This is an optimization exercise on Yosys and OpenROAD, whose aim is small area, a short achievable clock period and few clock cycles, not a production implementation. Function was checked by simulation only, so behaviour that the tests miss may differ from the original. No activity file was given, so power comes from the tool's default toggle rates.

==> v9 <==
==> flow/design.v <==
module STA(
	rst_n,
	clk,
	in_valid,
	delay,
	source,
	destination,
	out_valid,
	worst_delay,
	path
);
input			rst_n, clk, in_valid;
input	[3:0]	delay;
input	[3:0]	source;
input	[3:0]	destination;
output reg			out_valid;
output reg	[7:0]	worst_delay;
output reg	[3:0]	path;
localparam S_IDLE = 2'd0, S_IN = 2'd1, S_COMP = 2'd2, S_OUT = 2'd3;
integer u, v;
reg  [1:0]  state;
reg  [4:0]  cnt;		 
reg  [15:0] adj [0:15];
reg  [7:0]  val [0:15];
reg  [15:0] rdone;		 
reg         busy;
reg  [3:0]  cur;
reg  [15:0] rem;
reg         a_first;
reg         b_valid;
reg         b_first;
reg         b_last;
reg  [3:0]  b_cur;
reg  [7:0]  b_h1;
reg  [7:0]  b_h2;
reg  [3:0]  b_e1;
reg  [3:0]  b_e2;
reg  [7:0]  acc;
reg  [3:0]  best;
reg         iv_r;
reg  [3:0]  src_r;
reg  [3:0]  dst_r;
reg  [3:0]  dly_r;
always @(posedge clk or negedge rst_n) begin
	if (!rst_n) iv_r <= 1'b0;
	else        iv_r <= in_valid;
end
always @(posedge clk) begin
	src_r <= source;
	dst_r <= destination;
	dly_r <= delay;
end
wire idle = (state == S_IDLE);
reg  [15:0] rem_rev;
reg  [15:0] hi;
always @(*) begin
	for (v = 0; v < 16; v = v + 1)
		rem_rev[v] = rem[15 - v];
end
wire [15:0] hi_rev = rem_rev & (~rem_rev + 16'd1);
always @(*) begin
	for (v = 0; v < 16; v = v + 1)
		hi[v] = hi_rev[15 - v];
end
wire [15:0] lo     = rem & (~rem + 16'd1);
wire [15:0] rem_n  = rem & ~lo & ~hi;
wire        a_last = busy && (rem_n == 16'd0);
reg  [15:0] cur_dec;
reg  [3:0]  a_d;
reg  [7:0]  h1, h2;
reg  [3:0]  e1, e2;
always @(*) begin
	a_d = 4'd0;
	h1 = 8'd0;
	h2 = 8'd0;
	e1 = 4'd0;
	e2 = 4'd0;
	for (u = 0; u < 16; u = u + 1) begin
		cur_dec[u] = (cur == u);
		a_d = a_d | ({4{cur_dec[u]}} & val[u][3:0]);
		h1 = h1 | ({8{lo[u]}} & val[u]);
		h2 = h2 | ({8{hi[u]}} & val[u]);
	end
	h1 = h1 + {4'd0, a_d};
	h2 = h2 + {4'd0, a_d};
	for (u = 0; u < 16; u = u + 1) begin
		e1 = e1 | ({4{lo[u]}} & u[3:0]);
		e2 = e2 | ({4{hi[u]}} & u[3:0]);
	end
end
wire        c12    = (b_h1 >= b_h2);
wire        c1a    = b_first || (b_h1 >= acc);
wire        c2a    = b_first || (b_h2 >= acc);
wire        t1     = c12 && c1a;
wire        t2     = !c12 && c2a;
wire [7:0]  acc_n  = t1 ? b_h1 : t2 ? b_h2 : acc;
wire [3:0]  best_n = t1 ? b_e1 : t2 ? b_e2 : best;
wire        last   = b_valid && b_last;
wire [7:0]  hsum   = acc_n;
reg  [15:0] wr_dec;
reg  [15:0] best_dec;
always @(*) begin
	for (u = 0; u < 16; u = u + 1) begin
		wr_dec[u]   = last && (b_cur == u);
		best_dec[u] = (best_n == u);
	end
end
wire fin0 = last && (b_cur == 4'd0);
wire [15:0] donex = rdone | 16'h0002;
reg  [15:0] ready;
always @(*) begin
	for (u = 0; u < 16; u = u + 1)
		ready[u] = (u != 1) && !rdone[u] && !(busy && cur_dec[u]) && ((adj[u] & ~donex) == 16'd0);
end
wire [15:0] psel = ready & (~ready + 16'd1);
wire        pick = (state == S_COMP) && (!busy || a_last) && (ready != 16'd0);
reg  [3:0]  penc;
always @(*) begin
	penc = 4'd0;
	for (u = 0; u < 16; u = u + 1)
		penc = penc | ({4{psel[u]}} & u[3:0]);
end
wire [15:0] rsel = (state == S_COMP) ? psel : rem;
reg  [15:0] row;
always @(*) begin
	row = 16'd0;
	for (u = 0; u < 16; u = u + 1)
		row = row | ({16{rsel[u]}} & adj[u]);
end
reg  [3:0] row_enc;
always @(*) begin
	row_enc = 4'd0;
	for (u = 0; u < 16; u = u + 1)
		row_enc = row_enc | ({4{row[u]}} & u[3:0]);
end
always @(posedge clk or negedge rst_n) begin
	if (!rst_n) begin
		state <= S_IDLE;
		cnt <= 5'd0;
		busy <= 1'b0;
		b_valid <= 1'b0;
		out_valid <= 1'b0;
		worst_delay <= 8'd0;
		path <= 4'd0;
	end else begin
		b_valid <= busy;
		case (state)
		S_IDLE: begin
			cnt <= 5'd0;
			if (iv_r) begin
				state <= S_IN;
				cnt <= 5'd1;
			end
		end
		S_IN: begin
			cnt <= cnt + 5'd1;
			if (cnt == 5'd31) state <= S_COMP;
		end
		S_COMP: begin
			if (pick) busy <= 1'b1;
			else if (a_last) busy <= 1'b0;
			if (fin0) begin
				state <= S_OUT;
				out_valid <= 1'b1;
				worst_delay <= hsum;
				path <= 4'd0;
			end
		end
		S_OUT: begin
			worst_delay <= 8'd0;
			if (path == 4'd1) begin
				out_valid <= 1'b0;
				path <= 4'd0;
				state <= S_IDLE;
			end else begin
				path <= row_enc;
			end
		end
		endcase
	end
end
always @(posedge clk) begin
	rem <= (pick || state == S_OUT) ? row : fin0 ? 16'd1 : rem_n;
	b_h1 <= h1;
	b_h2 <= h2;
	b_e1 <= e1;
	b_e2 <= e2;
	b_last <= a_last;
	b_cur <= cur;
	b_first <= a_first;
	a_first <= pick;
	if (pick) cur <= penc;
	acc <= acc_n;
	best <= best_n;
end
always @(posedge clk) begin
	for (u = 0; u < 16; u = u + 1) begin
		if (idle) rdone[u] <= 1'b0;
		else if (a_last && cur_dec[u]) rdone[u] <= 1'b1;
	end
end
always @(posedge clk) begin
	for (u = 0; u < 16; u = u + 1) begin
		for (v = 0; v < 16; v = v + 1) begin
			if (u != 1 && v != 0 && u != v) begin
				if (iv_r && src_r == u && dst_r == v)
					adj[u][v] <= 1'b1;
				else if (idle || (wr_dec[u] && !best_dec[v]))
					adj[u][v] <= 1'b0;
			end else
				adj[u][v] <= 1'b0;
		end
	end
end
always @(posedge clk) begin
	for (u = 0; u < 16; u = u + 1) begin
		if ((idle && u == 0) || (state == S_IN && !cnt[4] && cnt[3:0] == u))
			val[u] <= {4'd0, dly_r};
		else if (wr_dec[u] && u != 0 && u != 1)
			val[u] <= hsum;
	end
end
endmodule
==> flow/flow/run.sh <==
#!/bin/bash
# Standard layout (the standard.sh, unchanged synthesis and flow), with
# ORFS's timing repair asked to leave more setup slack than the 12 ns clock
# needs, so that it sizes up the critical paths. Constraints are unchanged.
set -euo pipefail
bash standard.sh SETUP_SLACK_MARGIN=8.4 finish > standard_flow.log 2>&1
==> flow/standard.sh <==
#!/bin/bash
# synth_recipe.tcl (not shown) runs the flow's synth.tcl, then flattens the netlist and writes it again
# the make line also repeats each setting of config.mk as NAME=value (left out here)
make -C /OpenROAD-flow-scripts/flow DESIGN_CONFIG=/design/flow/config.mk WORK_HOME=/design/flow/orfs CLKGATE_MAP_FILE= SYNTH_SCRIPT=/design/flow/synth_recipe.tcl "${@:-finish}"
==> flow/config.mk <==
export PLATFORM = sky130hd
export DESIGN_NAME = STA
export DESIGN_NICKNAME = STA
export VERILOG_FILES = /design/flow/design.v
export SDC_FILE = /design/flow/constraint.sdc
export NUM_CORES = 4
export LEC_CHECK = 0
export ABC_AREA = 1
export CAP_MARGIN = 20
export CORE_MARGIN = 2
export CORE_UTILIZATION = 40
export SLEW_MARGIN = 20
==> flow/constraint.sdc <==
create_clock -name core_clock -period 12.0 [get_ports {clk}]
set_input_delay 2.4000 -clock core_clock [delete_from_list [all_inputs] [get_ports {clk}]]
set_output_delay 2.4000 -clock core_clock [all_outputs]
set_load 0.01 [all_outputs]
==> v34: changes against v9 <==
==> flow/design.v, changed modules only <==
module STA(
	rst_n,
	clk,
	in_valid,
	delay,
	source,
	destination,
	out_valid,
	worst_delay,
	path
);
input			rst_n, clk, in_valid;
input	[3:0]	delay;
input	[3:0]	source;
input	[3:0]	destination;
output reg			out_valid;
output reg	[7:0]	worst_delay;
output reg	[3:0]	path;
integer u, v;
reg         s_idle;		 
reg         s_in;		 
reg         s_comp;		 
reg         s_out;		 
reg         s_last;		 
reg  [4:0]  cnt;		 
reg  [15:0] adj [0:15];
reg  [7:0]  val [0:15];
reg  [15:0] rdone;		 
reg         busy;
reg  [3:0]  cur;
reg  [15:0] rem;
reg         a_first;
reg         b_valid;
reg         b_first;
reg         b_last;
reg  [3:0]  b_cur;
reg  [3:0]  b_d;
reg  [15:0] b_lo;
reg  [15:0] b_hi;
reg         b_fw1;		 
reg         b_fw2;
reg  [7:0]  acc;
reg  [3:0]  best;
reg         wr_valid;
reg  [3:0]  wr_cur;
reg  [3:0]  wr_d;
reg  [7:0]  wr_acc;
reg  [3:0]  wr_best;
reg         iv_r;
reg  [3:0]  src_r;
reg  [3:0]  dst_r;
reg  [3:0]  dly_r;
always @(posedge clk or negedge rst_n) begin
	if (!rst_n) iv_r <= 1'b0;
	else        iv_r <= in_valid;
end
always @(posedge clk) begin
	src_r <= source;
	dst_r <= destination;
	dly_r <= delay;
end
wire idle = s_idle;
wire        last   = b_valid && b_last;
reg  [15:0] bl_dec;		 
always @(*) begin
	for (u = 0; u < 16; u = u + 1)
		bl_dec[u] = last && (b_cur == u);
end
wire [15:0] eff    = rem;
wire        issue  = busy;
reg  [15:0] rem_rev;
reg  [15:0] hi;
always @(*) begin
	for (v = 0; v < 16; v = v + 1)
		rem_rev[v] = eff[15 - v];
end
wire [15:0] hi_rev = rem_rev & (~rem_rev + 16'd1);
always @(*) begin
	for (v = 0; v < 16; v = v + 1)
		hi[v] = hi_rev[15 - v];
end
wire [15:0] lo     = eff & (~eff + 16'd1);
wire [15:0] rem_n  = rem & ~lo & ~hi;
wire        a_last = busy && (rem_n == 16'd0);
reg  [15:0] cur_dec;
reg  [3:0]  a_d;
always @(*) begin
	a_d = 4'd0;
	for (u = 0; u < 16; u = u + 1) begin
		cur_dec[u] = (cur == u);
		a_d = a_d | ({4{cur_dec[u]}} & val[u][3:0]);
	end
end
reg  [7:0]  hrd [0:15];
always @(*) begin
	for (v = 0; v < 16; v = v + 1)
		hrd[v] = (v == 0) ? 8'd0 : (v == 1) ? {4'd0, val[1][3:0]} : val[v];
end
wire [4:0]  hs_lo  = {1'b0, wr_acc[3:0]} + {1'b0, wr_d};
wire [3:0]  hs_hi1 = wr_acc[7:4] + 4'd1;
wire [7:0]  hsum   = {hs_lo[4] ? hs_hi1 : wr_acc[7:4], hs_lo[3:0]};
reg  [7:0]  hv1, hv2;
reg  [3:0]  e1, e2;
always @(*) begin
	hv1 = 8'd0;
	hv2 = 8'd0;
	e1 = 4'd0;
	e2 = 4'd0;
	for (v = 0; v < 16; v = v + 1) begin
		hv1 = hv1 | ({8{b_lo[v]}} & hrd[v]);
		hv2 = hv2 | ({8{b_hi[v]}} & hrd[v]);
		e1 = e1 | ({4{b_lo[v]}} & v[3:0]);
		e2 = e2 | ({4{b_hi[v]}} & v[3:0]);
	end
end
wire [7:0]  hx1    = b_fw1 ? hsum : hv1;
wire [7:0]  hx2    = b_fw2 ? hsum : hv2;
wire        c12    = (hx1 >= hx2);
wire        c1a    = b_first || (hx1 >= acc);
wire        c2a    = b_first || (hx2 >= acc);
wire        t1     = c12 && c1a;
wire        t2     = !c12 && c2a;
wire [7:0]  acc_n  = t1 ? hx1 : t2 ? hx2 : acc;
wire [3:0]  best_n = t1 ? e1 : t2 ? e2 : best;
wire [15:0] donex = rdone | 16'h0002;
wire        scan = s_comp || s_last;
reg  [15:0] esrc;
always @(*) begin
	for (u = 0; u < 16; u = u + 1)
		esrc[u] = iv_r && (src_r == u);
end
reg  [15:0] ready;
always @(*) begin
	for (u = 0; u < 16; u = u + 1)
		ready[u] = (u != 1) && !rdone[u] && !esrc[u] && ((adj[u] & ~donex) == 16'd0);
end
wire [15:0] psel = ready & (~ready + 16'd1);
wire        pick = scan && (!busy || a_last) && (ready != 16'd0);
reg  [3:0]  penc;
always @(*) begin
	penc = 4'd0;
	for (u = 0; u < 16; u = u + 1)
		penc = penc | ({4{psel[u]}} & u[3:0]);
end
wire [15:0] rsel = scan ? psel : rem;
reg  [15:0] row;
always @(*) begin
	row = 16'd0;
	for (u = 0; u < 16; u = u + 1)
		row = row | ({16{rsel[u]}} & adj[u]);
end
reg  [3:0] row_enc;
always @(*) begin
	row_enc = 4'd0;
	for (u = 0; u < 16; u = u + 1)
		row_enc = row_enc | ({4{row[u]}} & u[3:0]);
end
reg  [15:0] wr_dec;
reg  [15:0] best_dec;
always @(*) begin
	for (u = 0; u < 16; u = u + 1) begin
		wr_dec[u]   = wr_valid && (wr_cur == u);
		best_dec[u] = (wr_best == u);
	end
end
wire fin0 = wr_valid && (wr_cur == 4'd0);
always @(posedge clk or negedge rst_n) begin
	if (!rst_n) begin
		s_idle <= 1'b1;
		s_in <= 1'b0;
		s_comp <= 1'b0;
		s_out <= 1'b0;
		s_last <= 1'b0;
		cnt <= 5'd0;
		busy <= 1'b0;
		b_valid <= 1'b0;
		wr_valid <= 1'b0;
		out_valid <= 1'b0;
		worst_delay <= 8'd0;
		path <= 4'd0;
	end else begin
		b_valid <= issue;
		wr_valid <= last;
		if (pick) busy <= 1'b1;
		else if (a_last) busy <= 1'b0;
		if (s_idle) begin
			cnt <= 5'd0;
			if (iv_r) begin
				s_idle <= 1'b0;
				s_in <= 1'b1;
				cnt <= 5'd1;
			end
		end
		if (s_in) begin
			cnt <= cnt + 5'd1;
			s_last <= (cnt == 5'd30);
			if (s_last) begin
				s_in <= 1'b0;
				s_comp <= 1'b1;
			end
		end
		if (s_comp && fin0) begin
			s_comp <= 1'b0;
			s_out <= 1'b1;
			out_valid <= 1'b1;
			worst_delay <= hsum;
			path <= 4'd0;
		end
		if (s_out) begin
			worst_delay <= 8'd0;
			if (path == 4'd1) begin
				out_valid <= 1'b0;
				path <= 4'd0;
				s_out <= 1'b0;
				s_idle <= 1'b1;
			end else begin
				path <= row_enc;
			end
		end
	end
end
always @(posedge clk) begin
	rem <= (pick || s_out) ? row : fin0 ? 16'd1 : rem_n;
	b_lo <= lo;
	b_hi <= hi;
	b_fw1 <= ((lo & bl_dec) != 16'd0);
	b_fw2 <= ((hi & bl_dec) != 16'd0);
	b_last <= a_last;
	b_cur <= cur;
	b_d <= a_d;
	b_first <= a_first;
	if (pick) a_first <= 1'b1;
	else if (issue) a_first <= 1'b0;
	if (pick) cur <= penc;
	acc <= acc_n;
	best <= best_n;
	wr_cur <= b_cur;
	wr_d <= b_d;
	wr_acc <= acc_n;
	wr_best <= best_n;
end
always @(posedge clk) begin
	for (u = 0; u < 16; u = u + 1) begin
		if (idle) rdone[u] <= 1'b0;
		else if (pick && psel[u]) rdone[u] <= 1'b1;
	end
end
reg  [15:0] rw_sel, cl_sel, rw_keep;
always @(*) begin
	for (u = 0; u < 16; u = u + 1) begin
		rw_sel[u]  = wr_dec[u] || esrc[u];
		cl_sel[u]  = (wr_valid && best_dec[u]) || (iv_r && dst_r == u);
		rw_keep[u] = !idle && !wr_dec[u];
	end
end
always @(posedge clk) begin
	for (u = 0; u < 16; u = u + 1) begin
		for (v = 0; v < 16; v = v + 1) begin
			if (u != 1 && v != 0 && u != v)
				adj[u][v] <= (rw_sel[u] && cl_sel[v]) || (rw_keep[u] && adj[u][v]);
			else
				adj[u][v] <= 1'b0;
		end
	end
end
wire [7:0]  vw_data = wr_valid ? hsum : {4'd0, dly_r};
reg  [15:0] vw_en;
always @(*) begin
	for (u = 0; u < 16; u = u + 1)
		vw_en[u] = (wr_dec[u] && u != 0 && u != 1)
		        || (s_idle && u == 0) || (s_in && !cnt[4] && cnt[3:0] == u);
end
always @(posedge clk) begin
	for (u = 0; u < 16; u = u + 1)
		if (vw_en[u]) begin
			if (u < 2) val[u][3:0] <= vw_data[3:0];
			else val[u] <= vw_data;
		end
end
endmodule
==> flow/flow/run.sh (replaced) <==
#!/bin/bash
# Standard layout (the standard.sh, unchanged synthesis and flow), with
# ORFS's timing repair asked to leave more setup slack than the 12 ns clock
# needs, so that it sizes up the critical paths. Constraints are unchanged.
set -euo pipefail
bash standard.sh SETUP_SLACK_MARGIN=8.5 finish > standard_flow.log 2>&1
--- a/flow/config.mk
+++ b/flow/config.mk
@@ -9,4 +9,7 @@
 export CAP_MARGIN = 20
 export CORE_MARGIN = 2
 export CORE_UTILIZATION = 40
+export CTS_CLUSTER_DIAMETER = 100
+export CTS_CLUSTER_SIZE = 20
+export PLACE_DENSITY = 0.75
 export SLEW_MARGIN = 20
==> v27: changes against v9 <==
--- a/flow/design.v
+++ b/flow/design.v
@@ -199,25 +199,33 @@
 		else if (a_last && cur_dec[u]) rdone[u] <= 1'b1;
 	end
 end
+reg  [15:0] rw_sel, cl_sel, rw_keep;
+always @(*) begin
+	for (u = 0; u < 16; u = u + 1) begin
+		rw_sel[u]  = (state == S_COMP) ? wr_dec[u] : (iv_r && src_r == u);
+		cl_sel[u]  = (state == S_COMP) ? best_dec[u] : (dst_r == u);
+		rw_keep[u] = !idle && !wr_dec[u];
+	end
+end
 always @(posedge clk) begin
 	for (u = 0; u < 16; u = u + 1) begin
 		for (v = 0; v < 16; v = v + 1) begin
-			if (u != 1 && v != 0 && u != v) begin
-				if (iv_r && src_r == u && dst_r == v)
-					adj[u][v] <= 1'b1;
-				else if (idle || (wr_dec[u] && !best_dec[v]))
-					adj[u][v] <= 1'b0;
-			end else
+			if (u != 1 && v != 0 && u != v)
+				adj[u][v] <= (rw_sel[u] && cl_sel[v]) || (rw_keep[u] && adj[u][v]);
+			else
 				adj[u][v] <= 1'b0;
 		end
 	end
 end
-always @(posedge clk) begin
-	for (u = 0; u < 16; u = u + 1) begin
-		if ((idle && u == 0) || (state == S_IN && !cnt[4] && cnt[3:0] == u))
-			val[u] <= {4'd0, dly_r};
-		else if (wr_dec[u] && u != 0 && u != 1)
-			val[u] <= hsum;
-	end
+wire [7:0]  vw_data = (state == S_COMP) ? hsum : {4'd0, dly_r};
+reg  [15:0] vw_en;
+always @(*) begin
+	for (u = 0; u < 16; u = u + 1)
+		vw_en[u] = (state == S_COMP) ? (wr_dec[u] && u != 0 && u != 1)
+		                             : ((idle && u == 0) || (state == S_IN && !cnt[4] && cnt[3:0] == u));
+end
+always @(posedge clk) begin
+	for (u = 0; u < 16; u = u + 1)
+		if (vw_en[u]) val[u] <= vw_data;
 end
 endmodule
==> flow/flow/run.sh (replaced) <==
#!/bin/bash
# Standard layout (the standard.sh, unchanged synthesis and flow), with
# ORFS's timing repair asked to leave more setup slack than the 12 ns clock
# needs, so that it sizes up the critical paths. Constraints are unchanged.
set -euo pipefail
bash standard.sh SETUP_SLACK_MARGIN=8.0 finish > standard_flow.log 2>&1
--- a/flow/config.mk
+++ b/flow/config.mk
@@ -9,4 +9,6 @@
 export CAP_MARGIN = 20
 export CORE_MARGIN = 2
 export CORE_UTILIZATION = 40
+export CTS_CLUSTER_DIAMETER = 100
+export CTS_CLUSTER_SIZE = 20
 export SLEW_MARGIN = 20
==> comparison table <==
quantity	v34	v9	v27
Run status	complete, no violations	complete, no violations	complete, no violations
Final worst path period need	3590 ps	3600 ps	3970 ps
Origin of the critical flop-to-flop path	acc[0]	rdone[13]	rem[2]
Clk network pwr share	0.360	0.193	0.132
Met2 routed wirelength	36900 um	45700 um	40000 um
Leading power group	registers	combinational cells	combinational cells
GRT Overall Usage	0.282	0.336	0.303
Number of global-route vias before repair	21.3k	24.1k	21.5k
R2R setup slack	8510 ps	8500 ps	8110 ps
Total length of routed wires	86900 um	113000 um	97600 um
Post-placement worst setup slack	7890 ps	7830 ps	8130 ps
Met3 usage	0.0406	0.0663	0.0543
Slowest stage cell on the critical path	sky130_fd_sc_hd__dfrtp_1	sky130_fd_sc_hd__dfrtp_1	sky130_fd_sc_hd__clkdlybuf4s50_1
GR met2 Demand/Resource	0.437	0.478	0.439
Net count of the finished layout	3144	3979	3411
Final Power	0.00270 W	0.00856 W	0.00753 W
Share of the synthesized area in the top cell type	0.262	0.280	0.246
Clk power	0.000971 W	0.00165 W	0.000995 W
Testbench counts of v9, summed over its fixed seeds: cycles 82,226.
Testbench counts of v34, summed over its fixed seeds: cycles 76,625.
Testbench counts of v27, summed over its fixed seeds: cycles 82,226.

## what the ideal ports hide
Ports are ideal in the flow. The routed layouts listed here were re-timed in OpenROAD. Step 1 assumes that a clkbuf_16 drives the clock port and a buf_2 every other input. Step 2 moves the port delays by t, midway between the first and last clock arrival at a register: inputs arrive t later, outputs are due t later. That takes back most of the time a late clock gives input paths. a / b / c = no drivers / after step 1 / after step 2; a / b = the first two.
run	shift t [ns]	slack for setup (ns)	worst register clock-pin slew, ns	pins driven straight from the clock port
v9	0.677	8.404 / 8.336 / 8.496	0.07 / 0.07	1
v34	0.655	8.407 / 8.350 / 8.515	0.10 / 0.10	1
v27	0.664	8.028 / 7.965 / 8.112	0.10 / 0.10	1
After both steps every run listed still meets setup and hold.
